From an optimization exercise on the open Yosys and OpenROAD flow, aimed at small area and a short achievable clock period; shortcuts taken in it are not production practice.
Function was checked by simulation only, so behaviour that the tests miss may differ from the original.

==> design.v <==
`timescale 1ns/10ps
module cs_fa(input a, input b, input c, output s, output co);
  assign s = a ^ b ^ c;
  assign co = (a & b) | (a & c) | (b & c);
endmodule
module cs_ha(input a, input b, output s, output co);
  assign s = a ^ b;
  assign co = a & b;
endmodule
module cs_hb(input a, input b, output s, output co);
  assign s = ~(a ^ b);
  assign co = a | b;
endmodule
module cs_xor(input a, input b, output y);
  assign y = a ^ b;
endmodule
module cs_xnor(input a, input b, output y);
  assign y = ~(a ^ b);
endmodule
module cs_maj(input a, input b, input c, output y);
  assign y = (a & b) | (a & c) | (b & c);
endmodule
module cs_and(input a, input b, output y);
  assign y = a & b;
endmodule
module cs_or(input a, input b, output y);
  assign y = a | b;
endmodule
module cs_inv(input a, output y);
  assign y = ~a;
endmodule
module cs_nand(input a, input b, output y);
  assign y = ~(a & b);
endmodule
module cs_orn(input a, input b, output y);
  assign y = a | ~b;
endmodule
module cs_o21a(input a, input b, input c, output y);
  assign y = (a | b) & c;
endmodule
module cs_nand3(input a, input b, input c, output y);
  assign y = ~(a & b & c);
endmodule
module cs_nor3(input a, input b, input c, output y);
  assign y = ~(a | b | c);
endmodule
module cs_or3(input a, input b, input c, output y);
  assign y = a | b | c;
endmodule
module cs_and9(input [8:0] a, output y, output ny);
  assign y = &a;
  assign ny = ~(&a);
endmodule
module cs_ao222i(input a0, input b0, input a1, input b1, input a2, input b2, output y);
  assign y = ~((a0 & b0) | (a1 & b1) | (a2 & b2));
endmodule
module cs_and3(input a, input b, input c, output y);
  assign y = a & b & c;
endmodule
module cs_o221a(input a1, input a2, input b1, input b2, input c, output y);
  assign y = (a1 | a2) & (b1 | b2) & c;
endmodule
module cs_mux(input s, input a, input b, output y);
  assign y = s ? b : a;
endmodule
module cs_ge(input [4:0] h, output g1, output g2);
  assign g1 = h[4] | (h[3] & (h[2] | h[1] | h[0]));
  assign g2 = h[4] & (h[3] | h[2] | h[1]);
endmodule
module cs_add8(input [7:0] a, input [7:0] b, output [7:0] s);
  assign s = a + b;
endmodule
module cs_add13(input [12:0] a, input [12:0] b, output [12:0] s);
  assign s = a + b;
endmodule
module CS(Y, X, reset, clk);
input clk, reset;
input [7:0] X;
output reg [9:0] Y;
reg [3:0] count;                  
reg [7:0] w0, w1, w2, w3, w4, w5, w6, w7, w8;    
reg [7:0] q;                      
reg [3:0] r;                      
reg nz;                           
always @(posedge clk) nz <= ~reset;
wire [7:0] qz = q & {8{nz}};
wire [3:0] rz = r & {4{nz}};
always @(posedge clk) begin
  q <= qn; r <= rn;
end
wire full = (count == 4'd9);
wire en = full & ~reset;
wire [7:0] qn;
wire [3:0] rn;
wire [9:0] Yd;
always @(posedge clk) begin
  w0 <= X; w1 <= w0; w2 <= w1; w3 <= w2; w4 <= w3;
  w5 <= w4; w6 <= w5; w7 <= w6; w8 <= w7;
end
always @(posedge clk) begin
  if (reset) count <= 4'd0;
  else if (!full) count <= count + 4'd1;
end
always @(posedge clk) Y <= Yd;
wire n1, n2, n3, n4, n5, n6, n7, n8, n9, n10, n11, n12, n13, n14, n15, n16, n17, n18, n19, n20, n21, n22, n23, n24, n25, n26, n27, n28, n29, n30, n31, n32, n33, n34, n35, n36, n37, n38, n39, n40, n41, n42, n43, n44, n45, n46, n47, n48, n49, n50, n51, n52, n53, n54, n55, n56, n57, n58, n59, n60, n61, n62, n63, n64, n65, n66, n67, n68, n69, n70, n71, n72, n73, n74, n75, n76, n77, n78, n79, n80, n81, n82, n83, n84, n85, n86, n87, n88, n89, n90, n91, n92, n93, n94, n95, n96, n97, n98, n99, n100, n101, n102, n103, n104, n105, n106, n107, n108, n109, n110, n111, n112, n113, n114, n115, n116, n117, n118, n119, n120, n121, n122, n123, n124, n125, n126, n127, n128, n129, n130, n131, n132, n133, n134, n135, n136, n137, n138, n139, n140, n141, n142, n143, n144, n145, n146, n147, n148, n149, n150, n151, n152, n153, n154, n155, n156, n157, n158, n159, n160, n161, n162, n163, n164, n165, n166, n167, n168, n169, n170, n171, n172, n173, n174, n175, n176, n177, n178, n179, n180, n181, n182, n183, n184, n185, n186, n187, n188, n189, n190, n191, n192, n193, n194, n195, n196, n197, n198, n199, n200, n201, n202, n203, n204, n205, n206, n207, n208, n209, n210, n211, n212, n213, n214, n215, n216, n217, n218, n219, n220, n221, n222, n223, n224, n225, n226, n227, n228, n229, n230, n231, n232, n233, n234, n235, n236, n237, n238, n239, n240, n241, n242, n243, n244, n245, n246, n247, n248, n249, n250, n251, n252, n253, n254, n255, n256, n257, n258, n259, n260, n261, n262, n263, n264, n265, n266, n267, n268, n269, n270, n271, n272, n273, n274, n275, n276, n277, n278, n279, n280, n281, n282, n283, n284, n285, n286, n287, n288, n289, n290, n291, n292, n293, n294, n295, n296, n297, n298, n299, n300, n301, n302, n303, n304, n305, n306, n307, n308, n309, n310, n311, n312, n313, n314, n315, n316, n317, n318, n319, n320, n321, n322, n323, n324, n325, n326, n327, n328, n329, n330, n331, n332, n333, n334, n335, n336, n337, n338, n339, n340, n341, n342, n343, n344, n345, n346, n347, n348, n349, n350, n351, n352, n353, n354, n355, n356, n357, n358, n359, n360, n361, n362, n363, n364, n365, n366, n367, n368, n369, n370, n371, n372, n373, n374, n375, n376, n377, n378, n379, n380, n381, n382, n383, n384, n385, n386, n387, n388, n389, n390, n391, n392, n393, n394, n395, n396, n397, n398, n399, n400, n401, n402, n403, n404, n405, n406, n407, n408, n409, n410, n411, n412, n413, n414, n415, n416, n417, n418, n419, n420, n421, n422, n423, n424, n425, n426, n427, n428, n429, n430, n431, n432, n433, n434, n435, n436, n437, n438, n439, n440, n441, n442, n443, n444, n445;
cs_and u0 (.a(w8[0]), .b(full), .y(n1));
cs_and u1 (.a(w8[1]), .b(full), .y(n2));
cs_and u2 (.a(w8[2]), .b(full), .y(n3));
cs_and u3 (.a(w8[3]), .b(full), .y(n4));
cs_and u4 (.a(w8[4]), .b(full), .y(n5));
cs_and u5 (.a(w8[5]), .b(full), .y(n6));
cs_and u6 (.a(w8[6]), .b(full), .y(n7));
cs_and u7 (.a(w8[7]), .b(full), .y(n8));
cs_inv u8 (.a(n1), .y(n9));
cs_inv u9 (.a(n2), .y(n10));
cs_inv u10 (.a(n3), .y(n11));
cs_inv u11 (.a(n7), .y(n12));
cs_inv u12 (.a(n8), .y(n13));
cs_inv u13 (.a(rz[0]), .y(n14));
cs_fa u14 (.a(n14), .b(n4), .c(n9), .s(n15), .co(n16));
cs_fa u15 (.a(rz[1]), .b(rz[0]), .c(n5), .s(n17), .co(n18));
cs_fa u16 (.a(n10), .b(n13), .c(n17), .s(n19), .co(n20));
cs_fa u17 (.a(rz[2]), .b(n6), .c(n11), .s(n21), .co(n22));
cs_fa u18 (.a(n18), .b(n21), .c(n20), .s(n23), .co(n24));
cs_fa u19 (.a(rz[3]), .b(n22), .c(n24), .s(n25), .co(n26));
cs_ha u20 (.a(n12), .b(n15), .s(n27), .co(n28));
cs_fa u21 (.a(n16), .b(n19), .c(n28), .s(n29), .co(n30));
cs_ha u22 (.a(n23), .b(n30), .s(n31), .co(n32));
cs_ha u23 (.a(n25), .b(n32), .s(n33), .co(n34));
cs_xor u24 (.a(n26), .b(n34), .y(n35));
cs_ge u25 (.h({n35, n33, n31, n29, n27}), .g1(n36), .g2(n37));
cs_fa u26 (.a(n27), .b(n36), .c(n37), .s(n38), .co(n39));
cs_fa u27 (.a(n29), .b(n36), .c(n37), .s(n40), .co(n41));
cs_fa u28 (.a(n31), .b(n36), .c(n37), .s(n42), .co(n43));
cs_ha u29 (.a(n39), .b(n40), .s(n44), .co(n45));
cs_fa u30 (.a(n41), .b(n42), .c(n45), .s(n46), .co(n47));
cs_fa u31 (.a(n33), .b(n43), .c(n47), .s(n48), .co(n49));
cs_inv u32 (.a(X[3]), .y(n50));
cs_inv u33 (.a(X[4]), .y(n51));
cs_inv u34 (.a(X[5]), .y(n52));
cs_fa u35 (.a(n38), .b(X[0]), .c(X[6]), .s(n53), .co(n54));
cs_fa u36 (.a(X[1]), .b(X[7]), .c(n51), .s(n55), .co(n56));
cs_fa u37 (.a(n44), .b(n54), .c(n55), .s(n57), .co(n58));
cs_fa u38 (.a(X[2]), .b(n52), .c(n56), .s(n59), .co(n60));
cs_fa u39 (.a(n46), .b(n58), .c(n59), .s(n61), .co(n62));
cs_fa u40 (.a(n60), .b(n48), .c(n62), .s(n63), .co(n64));
cs_ha u41 (.a(n50), .b(n53), .s(n65), .co(n66));
cs_ha u42 (.a(n57), .b(n66), .s(n67), .co(n68));
cs_ha u43 (.a(n61), .b(n68), .s(n69), .co(n70));
cs_ha u44 (.a(n63), .b(n70), .s(n71), .co(n72));
cs_xor u45 (.a(n64), .b(n72), .y(n73));
cs_ge u46 (.h({n73, n71, n69, n67, n65}), .g1(n74), .g2(n75));
cs_fa u47 (.a(n65), .b(n74), .c(n75), .s(n76), .co(n77));
cs_fa u48 (.a(n67), .b(n74), .c(n75), .s(n78), .co(n79));
cs_fa u49 (.a(n69), .b(n74), .c(n75), .s(n80), .co(n81));
cs_ha u50 (.a(n77), .b(n78), .s(n82), .co(n83));
cs_fa u51 (.a(n79), .b(n80), .c(n83), .s(n84), .co(n85));
cs_fa u52 (.a(n71), .b(n81), .c(n85), .s(n86), .co(n87));
cs_inv u53 (.a(n4), .y(n88));
cs_inv u54 (.a(n5), .y(n89));
cs_inv u55 (.a(n6), .y(n90));
cs_inv u56 (.a(qz[1]), .y(n91));
cs_inv u57 (.a(qz[5]), .y(n92));
cs_inv u58 (.a(qz[6]), .y(n93));
cs_inv u59 (.a(qz[7]), .y(n94));
cs_fa u60 (.a(qz[0]), .b(n88), .c(n12), .s(n95), .co(n96));
cs_ha u61 (.a(n36), .b(n37), .s(n97), .co(n98));
cs_fa u62 (.a(n91), .b(n89), .c(n12), .s(n99), .co(n100));
cs_ha u63 (.a(n13), .b(X[4]), .s(n101), .co(n102));
cs_fa u64 (.a(qz[2]), .b(qz[1]), .c(n90), .s(n103), .co(n104));
cs_fa u65 (.a(n12), .b(n13), .c(X[5]), .s(n105), .co(n106));
cs_fa u66 (.a(n95), .b(n97), .c(X[3]), .s(n107), .co(n108));
cs_fa u67 (.a(n99), .b(n96), .c(n98), .s(n109), .co(n110));
cs_ha u68 (.a(X[6]), .b(X[7]), .s(n111), .co(n112));
cs_fa u69 (.a(n103), .b(n100), .c(X[6]), .s(n113), .co(n114));
cs_fa u70 (.a(X[7]), .b(n102), .c(n105), .s(n115), .co(n116));
cs_fa u71 (.a(qz[3]), .b(n13), .c(n104), .s(n117), .co(n118));
cs_ha u72 (.a(X[7]), .b(n106), .s(n119), .co(n120));
cs_ha u73 (.a(X[6]), .b(n107), .s(n121), .co(n122));
cs_fa u74 (.a(n109), .b(n101), .c(n111), .s(n123), .co(n124));
cs_fa u75 (.a(n110), .b(n112), .c(n113), .s(n125), .co(n126));
cs_fa u76 (.a(n117), .b(n114), .c(n119), .s(n127), .co(n128));
cs_ha u77 (.a(qz[4]), .b(n118), .s(n129), .co(n130));
cs_ha u78 (.a(n121), .b(n74), .s(n131), .co(n132));
cs_fa u79 (.a(n108), .b(n123), .c(n122), .s(n133), .co(n134));
cs_fa u80 (.a(n124), .b(n115), .c(n125), .s(n135), .co(n136));
cs_fa u81 (.a(n116), .b(n126), .c(n127), .s(n137), .co(n138));
cs_fa u82 (.a(n129), .b(n120), .c(n128), .s(n139), .co(n140));
cs_ha u83 (.a(n92), .b(n130), .s(n141), .co(n142));
cs_ha u84 (.a(qz[5]), .b(n93), .s(n143), .co(n144));
cs_ha u85 (.a(qz[6]), .b(n94), .s(n145), .co(n146));
cs_add8 u86 (.a({n145, n143, n141, n139, n137, n135, n133, n75}), .b({n144, n142, n140, n138, n136, n134, n132, n131}), .s({n154, n153, n152, n151, n150, n149, n148, n147}));
cs_inv u87 (.a(q[0]), .y(n155));
cs_inv u88 (.a(q[1]), .y(n156));
cs_inv u89 (.a(q[2]), .y(n157));
cs_inv u90 (.a(q[3]), .y(n158));
cs_inv u91 (.a(q[4]), .y(n159));
cs_inv u92 (.a(q[5]), .y(n160));
cs_inv u93 (.a(q[6]), .y(n161));
cs_inv u94 (.a(q[7]), .y(n162));
cs_and u95 (.a(w0[0]), .b(n155), .y(n163));
cs_maj u96 (.a(w0[1]), .b(n156), .c(n163), .y(n164));
cs_maj u97 (.a(w0[2]), .b(n157), .c(n164), .y(n165));
cs_maj u98 (.a(w0[3]), .b(n158), .c(n165), .y(n166));
cs_maj u99 (.a(w0[4]), .b(n159), .c(n166), .y(n167));
cs_maj u100 (.a(w0[5]), .b(n160), .c(n167), .y(n168));
cs_maj u101 (.a(w0[6]), .b(n161), .c(n168), .y(n169));
cs_maj u102 (.a(w0[7]), .b(n162), .c(n169), .y(n170));
cs_and u103 (.a(w1[0]), .b(n155), .y(n171));
cs_maj u104 (.a(w1[1]), .b(n156), .c(n171), .y(n172));
cs_maj u105 (.a(w1[2]), .b(n157), .c(n172), .y(n173));
cs_maj u106 (.a(w1[3]), .b(n158), .c(n173), .y(n174));
cs_maj u107 (.a(w1[4]), .b(n159), .c(n174), .y(n175));
cs_maj u108 (.a(w1[5]), .b(n160), .c(n175), .y(n176));
cs_maj u109 (.a(w1[6]), .b(n161), .c(n176), .y(n177));
cs_maj u110 (.a(w1[7]), .b(n162), .c(n177), .y(n178));
cs_and u111 (.a(w2[0]), .b(n155), .y(n179));
cs_maj u112 (.a(w2[1]), .b(n156), .c(n179), .y(n180));
cs_maj u113 (.a(w2[2]), .b(n157), .c(n180), .y(n181));
cs_maj u114 (.a(w2[3]), .b(n158), .c(n181), .y(n182));
cs_maj u115 (.a(w2[4]), .b(n159), .c(n182), .y(n183));
cs_maj u116 (.a(w2[5]), .b(n160), .c(n183), .y(n184));
cs_maj u117 (.a(w2[6]), .b(n161), .c(n184), .y(n185));
cs_maj u118 (.a(w2[7]), .b(n162), .c(n185), .y(n186));
cs_and u119 (.a(w3[0]), .b(n155), .y(n187));
cs_maj u120 (.a(w3[1]), .b(n156), .c(n187), .y(n188));
cs_maj u121 (.a(w3[2]), .b(n157), .c(n188), .y(n189));
cs_maj u122 (.a(w3[3]), .b(n158), .c(n189), .y(n190));
cs_maj u123 (.a(w3[4]), .b(n159), .c(n190), .y(n191));
cs_maj u124 (.a(w3[5]), .b(n160), .c(n191), .y(n192));
cs_maj u125 (.a(w3[6]), .b(n161), .c(n192), .y(n193));
cs_maj u126 (.a(w3[7]), .b(n162), .c(n193), .y(n194));
cs_and u127 (.a(w4[0]), .b(n155), .y(n195));
cs_maj u128 (.a(w4[1]), .b(n156), .c(n195), .y(n196));
cs_maj u129 (.a(w4[2]), .b(n157), .c(n196), .y(n197));
cs_maj u130 (.a(w4[3]), .b(n158), .c(n197), .y(n198));
cs_maj u131 (.a(w4[4]), .b(n159), .c(n198), .y(n199));
cs_maj u132 (.a(w4[5]), .b(n160), .c(n199), .y(n200));
cs_maj u133 (.a(w4[6]), .b(n161), .c(n200), .y(n201));
cs_maj u134 (.a(w4[7]), .b(n162), .c(n201), .y(n202));
cs_and u135 (.a(w5[0]), .b(n155), .y(n203));
cs_maj u136 (.a(w5[1]), .b(n156), .c(n203), .y(n204));
cs_maj u137 (.a(w5[2]), .b(n157), .c(n204), .y(n205));
cs_maj u138 (.a(w5[3]), .b(n158), .c(n205), .y(n206));
cs_maj u139 (.a(w5[4]), .b(n159), .c(n206), .y(n207));
cs_maj u140 (.a(w5[5]), .b(n160), .c(n207), .y(n208));
cs_maj u141 (.a(w5[6]), .b(n161), .c(n208), .y(n209));
cs_maj u142 (.a(w5[7]), .b(n162), .c(n209), .y(n210));
cs_and u143 (.a(w6[0]), .b(n155), .y(n211));
cs_maj u144 (.a(w6[1]), .b(n156), .c(n211), .y(n212));
cs_maj u145 (.a(w6[2]), .b(n157), .c(n212), .y(n213));
cs_maj u146 (.a(w6[3]), .b(n158), .c(n213), .y(n214));
cs_maj u147 (.a(w6[4]), .b(n159), .c(n214), .y(n215));
cs_maj u148 (.a(w6[5]), .b(n160), .c(n215), .y(n216));
cs_maj u149 (.a(w6[6]), .b(n161), .c(n216), .y(n217));
cs_maj u150 (.a(w6[7]), .b(n162), .c(n217), .y(n218));
cs_and u151 (.a(w7[0]), .b(n155), .y(n219));
cs_maj u152 (.a(w7[1]), .b(n156), .c(n219), .y(n220));
cs_maj u153 (.a(w7[2]), .b(n157), .c(n220), .y(n221));
cs_maj u154 (.a(w7[3]), .b(n158), .c(n221), .y(n222));
cs_maj u155 (.a(w7[4]), .b(n159), .c(n222), .y(n223));
cs_maj u156 (.a(w7[5]), .b(n160), .c(n223), .y(n224));
cs_maj u157 (.a(w7[6]), .b(n161), .c(n224), .y(n225));
cs_maj u158 (.a(w7[7]), .b(n162), .c(n225), .y(n226));
cs_and u159 (.a(w8[0]), .b(n155), .y(n227));
cs_maj u160 (.a(w8[1]), .b(n156), .c(n227), .y(n228));
cs_maj u161 (.a(w8[2]), .b(n157), .c(n228), .y(n229));
cs_maj u162 (.a(w8[3]), .b(n158), .c(n229), .y(n230));
cs_maj u163 (.a(w8[4]), .b(n159), .c(n230), .y(n231));
cs_maj u164 (.a(w8[5]), .b(n160), .c(n231), .y(n232));
cs_maj u165 (.a(w8[6]), .b(n161), .c(n232), .y(n233));
cs_maj u166 (.a(w8[7]), .b(n162), .c(n233), .y(n234));
cs_inv u167 (.a(n170), .y(n235));
cs_inv u168 (.a(n178), .y(n236));
cs_inv u169 (.a(n186), .y(n237));
cs_inv u170 (.a(n194), .y(n238));
cs_inv u171 (.a(n202), .y(n239));
cs_inv u172 (.a(n210), .y(n240));
cs_inv u173 (.a(n218), .y(n241));
cs_inv u174 (.a(n226), .y(n242));
cs_inv u175 (.a(n234), .y(n243));
cs_ao222i u176 (.a0(n235), .b0(w0[7]), .a1(n236), .b1(w1[7]), .a2(n237), .b2(w2[7]), .y(n244));
cs_ao222i u177 (.a0(n238), .b0(w3[7]), .a1(n239), .b1(w4[7]), .a2(n240), .b2(w5[7]), .y(n245));
cs_ao222i u178 (.a0(n241), .b0(w6[7]), .a1(n242), .b1(w7[7]), .a2(n243), .b2(w8[7]), .y(n246));
cs_and3 u179 (.a(n244), .b(n245), .c(n246), .y(n247));
cs_nand3 u180 (.a(n244), .b(n245), .c(n246), .y(n248));
cs_and u181 (.a(w0[7]), .b(w0[6]), .y(n249));
cs_and u182 (.a(w1[7]), .b(w1[6]), .y(n250));
cs_and u183 (.a(w2[7]), .b(w2[6]), .y(n251));
cs_and u184 (.a(w3[7]), .b(w3[6]), .y(n252));
cs_and u185 (.a(w4[7]), .b(w4[6]), .y(n253));
cs_and u186 (.a(w5[7]), .b(w5[6]), .y(n254));
cs_and u187 (.a(w6[7]), .b(w6[6]), .y(n255));
cs_and u188 (.a(w7[7]), .b(w7[6]), .y(n256));
cs_and u189 (.a(w8[7]), .b(w8[6]), .y(n257));
cs_ao222i u190 (.a0(n235), .b0(n249), .a1(n236), .b1(n250), .a2(n237), .b2(n251), .y(n258));
cs_ao222i u191 (.a0(n238), .b0(n252), .a1(n239), .b1(n253), .a2(n240), .b2(n254), .y(n259));
cs_ao222i u192 (.a0(n241), .b0(n255), .a1(n242), .b1(n256), .a2(n243), .b2(n257), .y(n260));
cs_and3 u193 (.a(n258), .b(n259), .c(n260), .y(n261));
cs_nand3 u194 (.a(n258), .b(n259), .c(n260), .y(n262));
cs_ao222i u195 (.a0(n235), .b0(w0[6]), .a1(n236), .b1(w1[6]), .a2(n237), .b2(w2[6]), .y(n263));
cs_ao222i u196 (.a0(n238), .b0(w3[6]), .a1(n239), .b1(w4[6]), .a2(n240), .b2(w5[6]), .y(n264));
cs_ao222i u197 (.a0(n241), .b0(w6[6]), .a1(n242), .b1(w7[6]), .a2(n243), .b2(w8[6]), .y(n265));
cs_and3 u198 (.a(n263), .b(n264), .c(n265), .y(n266));
cs_nand3 u199 (.a(n263), .b(n264), .c(n265), .y(n267));
cs_o21a u200 (.a(n248), .b(n266), .c(n261), .y(n268));
cs_inv u201 (.a(n268), .y(n269));
cs_o221a u202 (.a1(w0[7]), .a2(n247), .b1(w0[6]), .b2(n268), .c(n235), .y(n270));
cs_o221a u203 (.a1(w1[7]), .a2(n247), .b1(w1[6]), .b2(n268), .c(n236), .y(n271));
cs_o221a u204 (.a1(w2[7]), .a2(n247), .b1(w2[6]), .b2(n268), .c(n237), .y(n272));
cs_o221a u205 (.a1(w3[7]), .a2(n247), .b1(w3[6]), .b2(n268), .c(n238), .y(n273));
cs_o221a u206 (.a1(w4[7]), .a2(n247), .b1(w4[6]), .b2(n268), .c(n239), .y(n274));
cs_o221a u207 (.a1(w5[7]), .a2(n247), .b1(w5[6]), .b2(n268), .c(n240), .y(n275));
cs_o221a u208 (.a1(w6[7]), .a2(n247), .b1(w6[6]), .b2(n268), .c(n241), .y(n276));
cs_o221a u209 (.a1(w7[7]), .a2(n247), .b1(w7[6]), .b2(n268), .c(n242), .y(n277));
cs_o221a u210 (.a1(w8[7]), .a2(n247), .b1(w8[6]), .b2(n268), .c(n243), .y(n278));
cs_ao222i u211 (.a0(n270), .b0(w0[5]), .a1(n271), .b1(w1[5]), .a2(n272), .b2(w2[5]), .y(n279));
cs_ao222i u212 (.a0(n273), .b0(w3[5]), .a1(n274), .b1(w4[5]), .a2(n275), .b2(w5[5]), .y(n280));
cs_ao222i u213 (.a0(n276), .b0(w6[5]), .a1(n277), .b1(w7[5]), .a2(n278), .b2(w8[5]), .y(n281));
cs_and3 u214 (.a(n279), .b(n280), .c(n281), .y(n282));
cs_nand3 u215 (.a(n279), .b(n280), .c(n281), .y(n283));
cs_and u216 (.a(w0[5]), .b(w0[4]), .y(n284));
cs_and u217 (.a(w1[5]), .b(w1[4]), .y(n285));
cs_and u218 (.a(w2[5]), .b(w2[4]), .y(n286));
cs_and u219 (.a(w3[5]), .b(w3[4]), .y(n287));
cs_and u220 (.a(w4[5]), .b(w4[4]), .y(n288));
cs_and u221 (.a(w5[5]), .b(w5[4]), .y(n289));
cs_and u222 (.a(w6[5]), .b(w6[4]), .y(n290));
cs_and u223 (.a(w7[5]), .b(w7[4]), .y(n291));
cs_and u224 (.a(w8[5]), .b(w8[4]), .y(n292));
cs_ao222i u225 (.a0(n270), .b0(n284), .a1(n271), .b1(n285), .a2(n272), .b2(n286), .y(n293));
cs_ao222i u226 (.a0(n273), .b0(n287), .a1(n274), .b1(n288), .a2(n275), .b2(n289), .y(n294));
cs_ao222i u227 (.a0(n276), .b0(n290), .a1(n277), .b1(n291), .a2(n278), .b2(n292), .y(n295));
cs_and3 u228 (.a(n293), .b(n294), .c(n295), .y(n296));
cs_nand3 u229 (.a(n293), .b(n294), .c(n295), .y(n297));
cs_ao222i u230 (.a0(n270), .b0(w0[4]), .a1(n271), .b1(w1[4]), .a2(n272), .b2(w2[4]), .y(n298));
cs_ao222i u231 (.a0(n273), .b0(w3[4]), .a1(n274), .b1(w4[4]), .a2(n275), .b2(w5[4]), .y(n299));
cs_ao222i u232 (.a0(n276), .b0(w6[4]), .a1(n277), .b1(w7[4]), .a2(n278), .b2(w8[4]), .y(n300));
cs_and3 u233 (.a(n298), .b(n299), .c(n300), .y(n301));
cs_nand3 u234 (.a(n298), .b(n299), .c(n300), .y(n302));
cs_o21a u235 (.a(n283), .b(n301), .c(n296), .y(n303));
cs_inv u236 (.a(n303), .y(n304));
cs_o221a u237 (.a1(w0[5]), .a2(n282), .b1(w0[4]), .b2(n303), .c(n270), .y(n305));
cs_o221a u238 (.a1(w1[5]), .a2(n282), .b1(w1[4]), .b2(n303), .c(n271), .y(n306));
cs_o221a u239 (.a1(w2[5]), .a2(n282), .b1(w2[4]), .b2(n303), .c(n272), .y(n307));
cs_o221a u240 (.a1(w3[5]), .a2(n282), .b1(w3[4]), .b2(n303), .c(n273), .y(n308));
cs_o221a u241 (.a1(w4[5]), .a2(n282), .b1(w4[4]), .b2(n303), .c(n274), .y(n309));
cs_o221a u242 (.a1(w5[5]), .a2(n282), .b1(w5[4]), .b2(n303), .c(n275), .y(n310));
cs_o221a u243 (.a1(w6[5]), .a2(n282), .b1(w6[4]), .b2(n303), .c(n276), .y(n311));
cs_o221a u244 (.a1(w7[5]), .a2(n282), .b1(w7[4]), .b2(n303), .c(n277), .y(n312));
cs_o221a u245 (.a1(w8[5]), .a2(n282), .b1(w8[4]), .b2(n303), .c(n278), .y(n313));
cs_ao222i u246 (.a0(n305), .b0(w0[3]), .a1(n306), .b1(w1[3]), .a2(n307), .b2(w2[3]), .y(n314));
cs_ao222i u247 (.a0(n308), .b0(w3[3]), .a1(n309), .b1(w4[3]), .a2(n310), .b2(w5[3]), .y(n315));
cs_ao222i u248 (.a0(n311), .b0(w6[3]), .a1(n312), .b1(w7[3]), .a2(n313), .b2(w8[3]), .y(n316));
cs_and3 u249 (.a(n314), .b(n315), .c(n316), .y(n317));
cs_nand3 u250 (.a(n314), .b(n315), .c(n316), .y(n318));
cs_and u251 (.a(w0[3]), .b(w0[2]), .y(n319));
cs_and u252 (.a(w1[3]), .b(w1[2]), .y(n320));
cs_and u253 (.a(w2[3]), .b(w2[2]), .y(n321));
cs_and u254 (.a(w3[3]), .b(w3[2]), .y(n322));
cs_and u255 (.a(w4[3]), .b(w4[2]), .y(n323));
cs_and u256 (.a(w5[3]), .b(w5[2]), .y(n324));
cs_and u257 (.a(w6[3]), .b(w6[2]), .y(n325));
cs_and u258 (.a(w7[3]), .b(w7[2]), .y(n326));
cs_and u259 (.a(w8[3]), .b(w8[2]), .y(n327));
cs_ao222i u260 (.a0(n305), .b0(n319), .a1(n306), .b1(n320), .a2(n307), .b2(n321), .y(n328));
cs_ao222i u261 (.a0(n308), .b0(n322), .a1(n309), .b1(n323), .a2(n310), .b2(n324), .y(n329));
cs_ao222i u262 (.a0(n311), .b0(n325), .a1(n312), .b1(n326), .a2(n313), .b2(n327), .y(n330));
cs_and3 u263 (.a(n328), .b(n329), .c(n330), .y(n331));
cs_nand3 u264 (.a(n328), .b(n329), .c(n330), .y(n332));
cs_ao222i u265 (.a0(n305), .b0(w0[2]), .a1(n306), .b1(w1[2]), .a2(n307), .b2(w2[2]), .y(n333));
cs_ao222i u266 (.a0(n308), .b0(w3[2]), .a1(n309), .b1(w4[2]), .a2(n310), .b2(w5[2]), .y(n334));
cs_ao222i u267 (.a0(n311), .b0(w6[2]), .a1(n312), .b1(w7[2]), .a2(n313), .b2(w8[2]), .y(n335));
cs_and3 u268 (.a(n333), .b(n334), .c(n335), .y(n336));
cs_nand3 u269 (.a(n333), .b(n334), .c(n335), .y(n337));
cs_o21a u270 (.a(n318), .b(n336), .c(n331), .y(n338));
cs_inv u271 (.a(n338), .y(n339));
cs_o221a u272 (.a1(w0[3]), .a2(n317), .b1(w0[2]), .b2(n338), .c(n305), .y(n340));
cs_o221a u273 (.a1(w1[3]), .a2(n317), .b1(w1[2]), .b2(n338), .c(n306), .y(n341));
cs_o221a u274 (.a1(w2[3]), .a2(n317), .b1(w2[2]), .b2(n338), .c(n307), .y(n342));
cs_o221a u275 (.a1(w3[3]), .a2(n317), .b1(w3[2]), .b2(n338), .c(n308), .y(n343));
cs_o221a u276 (.a1(w4[3]), .a2(n317), .b1(w4[2]), .b2(n338), .c(n309), .y(n344));
cs_o221a u277 (.a1(w5[3]), .a2(n317), .b1(w5[2]), .b2(n338), .c(n310), .y(n345));
cs_o221a u278 (.a1(w6[3]), .a2(n317), .b1(w6[2]), .b2(n338), .c(n311), .y(n346));
cs_o221a u279 (.a1(w7[3]), .a2(n317), .b1(w7[2]), .b2(n338), .c(n312), .y(n347));
cs_o221a u280 (.a1(w8[3]), .a2(n317), .b1(w8[2]), .b2(n338), .c(n313), .y(n348));
cs_ao222i u281 (.a0(n340), .b0(w0[1]), .a1(n341), .b1(w1[1]), .a2(n342), .b2(w2[1]), .y(n349));
cs_ao222i u282 (.a0(n343), .b0(w3[1]), .a1(n344), .b1(w4[1]), .a2(n345), .b2(w5[1]), .y(n350));
cs_ao222i u283 (.a0(n346), .b0(w6[1]), .a1(n347), .b1(w7[1]), .a2(n348), .b2(w8[1]), .y(n351));
cs_and3 u284 (.a(n349), .b(n350), .c(n351), .y(n352));
cs_nand3 u285 (.a(n349), .b(n350), .c(n351), .y(n353));
cs_and u286 (.a(w0[1]), .b(w0[0]), .y(n354));
cs_and u287 (.a(w1[1]), .b(w1[0]), .y(n355));
cs_and u288 (.a(w2[1]), .b(w2[0]), .y(n356));
cs_and u289 (.a(w3[1]), .b(w3[0]), .y(n357));
cs_and u290 (.a(w4[1]), .b(w4[0]), .y(n358));
cs_and u291 (.a(w5[1]), .b(w5[0]), .y(n359));
cs_and u292 (.a(w6[1]), .b(w6[0]), .y(n360));
cs_and u293 (.a(w7[1]), .b(w7[0]), .y(n361));
cs_and u294 (.a(w8[1]), .b(w8[0]), .y(n362));
cs_ao222i u295 (.a0(n340), .b0(n354), .a1(n341), .b1(n355), .a2(n342), .b2(n356), .y(n363));
cs_ao222i u296 (.a0(n343), .b0(n357), .a1(n344), .b1(n358), .a2(n345), .b2(n359), .y(n364));
cs_ao222i u297 (.a0(n346), .b0(n360), .a1(n347), .b1(n361), .a2(n348), .b2(n362), .y(n365));
cs_and3 u298 (.a(n363), .b(n364), .c(n365), .y(n366));
cs_nand3 u299 (.a(n363), .b(n364), .c(n365), .y(n367));
cs_ao222i u300 (.a0(n340), .b0(w0[0]), .a1(n341), .b1(w1[0]), .a2(n342), .b2(w2[0]), .y(n368));
cs_ao222i u301 (.a0(n343), .b0(w3[0]), .a1(n344), .b1(w4[0]), .a2(n345), .b2(w5[0]), .y(n369));
cs_ao222i u302 (.a0(n346), .b0(w6[0]), .a1(n347), .b1(w7[0]), .a2(n348), .b2(w8[0]), .y(n370));
cs_and3 u303 (.a(n368), .b(n369), .c(n370), .y(n371));
cs_nand3 u304 (.a(n368), .b(n369), .c(n370), .y(n372));
cs_o21a u305 (.a(n353), .b(n371), .c(n366), .y(n373));
cs_inv u306 (.a(n373), .y(n374));
cs_fa u307 (.a(q[0]), .b(q[3]), .c(r[3]), .s(n375), .co(n376));
cs_fa u308 (.a(q[1]), .b(q[4]), .c(n376), .s(n377), .co(n378));
cs_fa u309 (.a(q[2]), .b(q[5]), .c(n378), .s(n379), .co(n380));
cs_fa u310 (.a(q[3]), .b(q[6]), .c(n380), .s(n381), .co(n382));
cs_fa u311 (.a(q[4]), .b(q[7]), .c(n382), .s(n383), .co(n384));
cs_ha u312 (.a(q[0]), .b(r[0]), .s(n385), .co(n386));
cs_fa u313 (.a(q[1]), .b(r[1]), .c(n386), .s(n387), .co(n388));
cs_fa u314 (.a(q[2]), .b(r[2]), .c(n388), .s(n389), .co(n390));
cs_ha u315 (.a(n375), .b(n390), .s(n391), .co(n392));
cs_ha u316 (.a(n377), .b(n392), .s(n393), .co(n394));
cs_ha u317 (.a(n379), .b(n394), .s(n395), .co(n396));
cs_ha u318 (.a(n381), .b(n396), .s(n397), .co(n398));
cs_ha u319 (.a(n383), .b(n398), .s(n399), .co(n400));
cs_fa u320 (.a(q[5]), .b(n384), .c(n400), .s(n401), .co(n402));
cs_ha u321 (.a(q[6]), .b(n402), .s(n403), .co(n404));
cs_ha u322 (.a(q[7]), .b(n404), .s(n405), .co(n406));
cs_ha u323 (.a(n391), .b(n318), .s(n407), .co(n408));
cs_fa u324 (.a(n393), .b(n304), .c(n353), .s(n409), .co(n410));
cs_fa u325 (.a(n395), .b(n283), .c(n339), .s(n411), .co(n412));
cs_fa u326 (.a(n397), .b(n269), .c(n318), .s(n413), .co(n414));
cs_fa u327 (.a(n399), .b(n248), .c(n304), .s(n415), .co(n416));
cs_ha u328 (.a(n401), .b(n283), .s(n417), .co(n418));
cs_ha u329 (.a(n403), .b(n269), .s(n419), .co(n420));
cs_ha u330 (.a(n248), .b(n405), .s(n421), .co(n422));
cs_add13 u331 (.a({1'b0, n406, n421, n419, n417, n415, n413, n411, n409, n374, n389, n387, n385}), .b({1'b0, n422, n420, n418, n416, n414, n412, n410, n408, n407, n339, n353, n374}), .s({n435, n434, n433, n432, n431, n430, n429, n428, n427, n426, n425, n424, n423}));
cs_and u332 (.a(n426), .b(en), .y(n436));
cs_and u333 (.a(n427), .b(en), .y(n437));
cs_and u334 (.a(n428), .b(en), .y(n438));
cs_and u335 (.a(n429), .b(en), .y(n439));
cs_and u336 (.a(n430), .b(en), .y(n440));
cs_and u337 (.a(n431), .b(en), .y(n441));
cs_and u338 (.a(n432), .b(en), .y(n442));
cs_and u339 (.a(n433), .b(en), .y(n443));
cs_and u340 (.a(n434), .b(en), .y(n444));
cs_and u341 (.a(n435), .b(en), .y(n445));
assign qn[0] = n147;
assign qn[1] = n148;
assign qn[2] = n149;
assign qn[3] = n150;
assign qn[4] = n151;
assign qn[5] = n152;
assign qn[6] = n153;
assign qn[7] = n154;
assign rn[0] = n76;
assign rn[1] = n82;
assign rn[2] = n84;
assign rn[3] = n86;
assign Yd[0] = n436;
assign Yd[1] = n437;
assign Yd[2] = n438;
assign Yd[3] = n439;
assign Yd[4] = n440;
assign Yd[5] = n441;
assign Yd[6] = n442;
assign Yd[7] = n443;
assign Yd[8] = n444;
assign Yd[9] = n445;
endmodule
==> flow/run.sh <==
#!/bin/bash
# The standard layout (standard.sh), with two changes to how it is made:
#  - ORFS's timing repair aims at a setup slack of 13.75 ns at the design's clock
#    period (SETUP_SLACK_MARGIN), so repair_timing sizes and buffers critical paths;
#  - every input and output port still gets a buffer, of cell sky130_fd_sc_hd__buf_2.
set -e
export SETUP_SLACK_MARGIN=13.75
export BUFFER_PORTS_ARGS="-buffer_cell sky130_fd_sc_hd__buf_2"
bash standard.sh > standard.log 2>&1
==> standard.sh <==
#!/bin/bash
# synth_recipe.tcl (not shown) runs the flow's synth.tcl, then flattens the netlist and writes it again
# the make line also repeats each setting of config.mk as NAME=value (left out here)
make -C /OpenROAD-flow-scripts/flow DESIGN_CONFIG=/design/flow/config.mk WORK_HOME=/design/flow/orfs CLKGATE_MAP_FILE= SYNTH_SCRIPT=/design/flow/synth_recipe.tcl "${@:-finish}"
==> config.mk <==
export PLATFORM = sky130hd
export DESIGN_NAME = CS
export DESIGN_NICKNAME = CS
export VERILOG_FILES = /design/flow/design.v
export SDC_FILE = /design/flow/constraint.sdc
export NUM_CORES = 4
export LEC_CHECK = 0
export CAP_MARGIN = 20
export CORE_MARGIN = 2
export CORE_UTILIZATION = 40
export CTS_BUF_LIST = sky130_fd_sc_hd__clkbuf_8
export SLEW_MARGIN = 20
export SYNTH_HIERARCHICAL = 1
export SYNTH_MINIMUM_KEEP_SIZE = 0
==> constraint.sdc <==
create_clock -name core_clock -period 23.0 [get_ports {clk}]
set_input_delay 4.6000 -clock core_clock [delete_from_list [all_inputs] [get_ports {clk}]]
set_output_delay 4.6000 -clock core_clock [all_outputs]
set_load 0.01 [all_outputs]
==> results.sh <==
export IMPL_r2r_cells=32
export IMPL_endpoint="Y[9]"
export IMPL_die_w_um=132.2
export IMPL_worst_path_buf_inv=2
export IMPL_antenna_found_initial=0
export IMPL_hold_viol=0
export IMPL_r2r_slack_ns=13.98
export IMPL_crit_type="flip-flop to flip-flop"
export IMPL_via_count=4810
export IMPL_rsz0062_at_grt="no"
export IMPL_start_kind="flip-flop"
export IMPL_cts_sinks=99
export IMPL_min_period_ns=9.021
export IMPL_drc=0
export IMPL_rows=46
export IMPL_pin_count=20
export IMPL_synthesis_area_mm2=0.006576
export IMPL_crit_slowest_cell="fa_1"
export IMPL_crit_cells=32
export IMPL_cp_data_required_time_ns=23.29
export IMPL_reg2reg_from="q[0]"
export IMPL_slew_violations=0
export IMPL_critPathMostFrequentCell="maj3_2"
export IMPL_dpl_hpwl_mm=11.74
export IMPL_cts_tree="done"
export IMPL_cts_buffer_depth=2
export IMPL_cts_root_buffer="clkbuf_8"
export IMPL_drt_iter0_markers=585
export IMPL_dr_pass1_iters=6
export IMPL_ant_nets=0
export IMPL_end_kind="flip-flop"
export IMPL_fmax_mhz=110.9
export IMPL_wl_per_cell_um=17.87
export IMPL_synthToLayoutAreaGrowth_pct=13.93
export IMPL_rr_endpoint="Y[9]"
export IMPL_core_area_mm2=0.01600
export IMPL_clock_skew_ns=0.01794
export IMPL_finalSetupTns_ns=0
export IMPL_die_area_mm2=0.01748
export IMPL_gpl_final_weighted_congestion=0.8490
export IMPL_cts_buffers=9
export IMPL_clk_pin_slew_ns=0.11
export IMPL_timing_max_cap_violations=0
export IMPL_cp_max_fo=7
export IMPL_initial_core_util=0.4110
export IMPL_avgSynthCellArea_um2=11.34
export IMPL_dieHeight_um=132.2
export IMPL_status="complete, no violations"
export IMPL_final_period_utilization=0.3922
export IMPL_drt_total_wl_mm=15.11
export IMPL_htree_num_levels=3
export IMPL_cp_top_family="compound AO/OA/AOI/OAI gates"
export IMPL_hp_class="flip-flop to flip-flop"
export IMPL_syn_inst=580
export IMPL_drt_vias_per_instance=5.686
export IMPL_grt_pass1_wl_mm=24.89
export IMPL_drive_above_1_share=0.2540
export IMPL_port_buffers=19
export IMPL_fin_nets=740
export IMPL_cpPeakStageDelay_ns=0.64
export IMPL_grt_pass1_vias=4933
export IMPL_clkLatencyLatePin_ns=0.40
export IMPL_arrival_ns=9.31
export IMPL_grt_overflow_total=0
export IMPL_finalSetupViolations=0
export IMPL_diodes=0
export IMPL_grt_max_degree=19
export IMPL_crit_start="q[0]"
export IMPL_grt_usage=0.1779
export IMPL_ys_warnings_count=7
## worst min path at each step
stage / start / to / slack (ns) / cells after the start
finish: w2[0] / w3[0] / 0.38 / 0
global route: w2[0] / w3[0] / 0.40 / 0
CTS: w2[0] / w3[0] / 0.38 / 0
detailed placement: w1[0] / w2[0] / 0.37 / 0
global placement: w2[0] / w3[0] / 0.37 / 0
floorplan: w1[0] / w2[0] / 0.35 / 0
## state kept, by name (all words and copies together), names as in the netlist
signal  flops
w3          8
r           4
w4          8
q           8
w6          8
Y          10
nz          1
w1          8
w0          8
w7          8
count       4
w8          8
w2          8
w5          8
## per-layer routing
metal,routed length (um),up-vias,track usage
met5,0,-,0
met4,187,0,0.04600
met3,777,17,0.04152
met2,7201,135,0.2896
met1,6948,2394,0.2392
li1,-,2264,-
## placed cells by master, fill, tap and decap left out, types with 9 or more instances in the layout
cell type and n:
xnor2_1 10, o221a_1 17, nor2_1 11, buf_2 19, clkbuf_8 9, maj3_2 63
a222oi_1 36, inv_1 37, and2_1 74, nand2_1 9, fa_1 53, o221a_4 10
buf_4 10, and3_1 11, ha_1 49, a21oi_1 16, dfxtp_1 97
## area by class of cell
cell class	count	area, um^2
flip-flops and latches	99	1987
inverters	46	180.2
clock inverters	7	107.6
repair buffers	30	181.4
clock buffers	9	123.9
multi-input cells	438	4637
fillers	1525	8508
well taps	216	270.3
repair inverters	1	5.005
## worst reg2reg max path: cells and delay by family, from the launching register on
kind	cells	cell delay, ns
AO/OA/AOI/OAI	13	3.67
XOR/XNOR	1	0.14
adder cells (fa/ha/maj)	9	3.09
buffers and inverters	2	0.24
flip-flops	1	0.42
AND/OR/NAND/NOR	7	1.39
## through the flow
| step | cell area, um^2 | util | hold WS, ns | std cells | setup WS [ns] |
|---|---|---|---|---|---|
| 2_1_floorplan | 6580 | - | 0.3541 | 581 | 14.27 |
| 3_3_place_gp | 6942 | 0.4338 | 0.3661 | 815 | 13.24 |
| 3_5_place_dp | 6942 | 0.4338 | 0.3729 | 815 | 13.10 |
| 4_1_cts | 7204 | 0.4503 | 0.3841 | 834 | 13.81 |
| 5_1_grt | 7492 | 0.4683 | 0.3955 | 846 | 13.64 |
| 6_report | 7492 | 0.4683 | 0.3826 | 846 | 13.98 |
## timing repair
item | 4_1_cts | 5_1_grt
hold buffers | 0 | 0
resized for setup | 5 | 42
endpoints found under the hold margin | 0 | 0
buffers inserted | 3 | 8
gates cloned | 0 | 4
pin swaps | 6 | 23
setup endpoints to repair | 8 | 7

[separate check: timing with driven ports]
In the flow no input, the clock included, has a driving cell. The finished layout below was timed again as built, in two steps.
Step 1 (the two cells are an assumption about what drives the block):
set clk [get_ports {clk}]
set_driving_cell -lib_cell sky130_fd_sc_hd__clkbuf_16 $clk
set_driving_cell -lib_cell sky130_fd_sc_hd__buf_2 [delete_from_list [all_inputs] $clk]
Step 2 adds t to the input delays and takes it off the output delays; t is the mean of the earliest and latest rising clock arrival at the registers after step 1. Input paths then give back, and output paths get back, about the clock's delay inside the block.
Slacks: no drivers / after step 1 / after step 2; pairs: no drivers / after step 1.
t, ns: 0.428
setup WS [ns]: 13.980 / 13.980 / 13.904
latest minus earliest clock arrival (ns): 0.019 / 0.019
pins driven straight from the clock port: 1
After both steps setup and hold are still met in this run. The setup slack of this run moves by 0.000 ns with the drivers and by -0.076 ns with both steps.
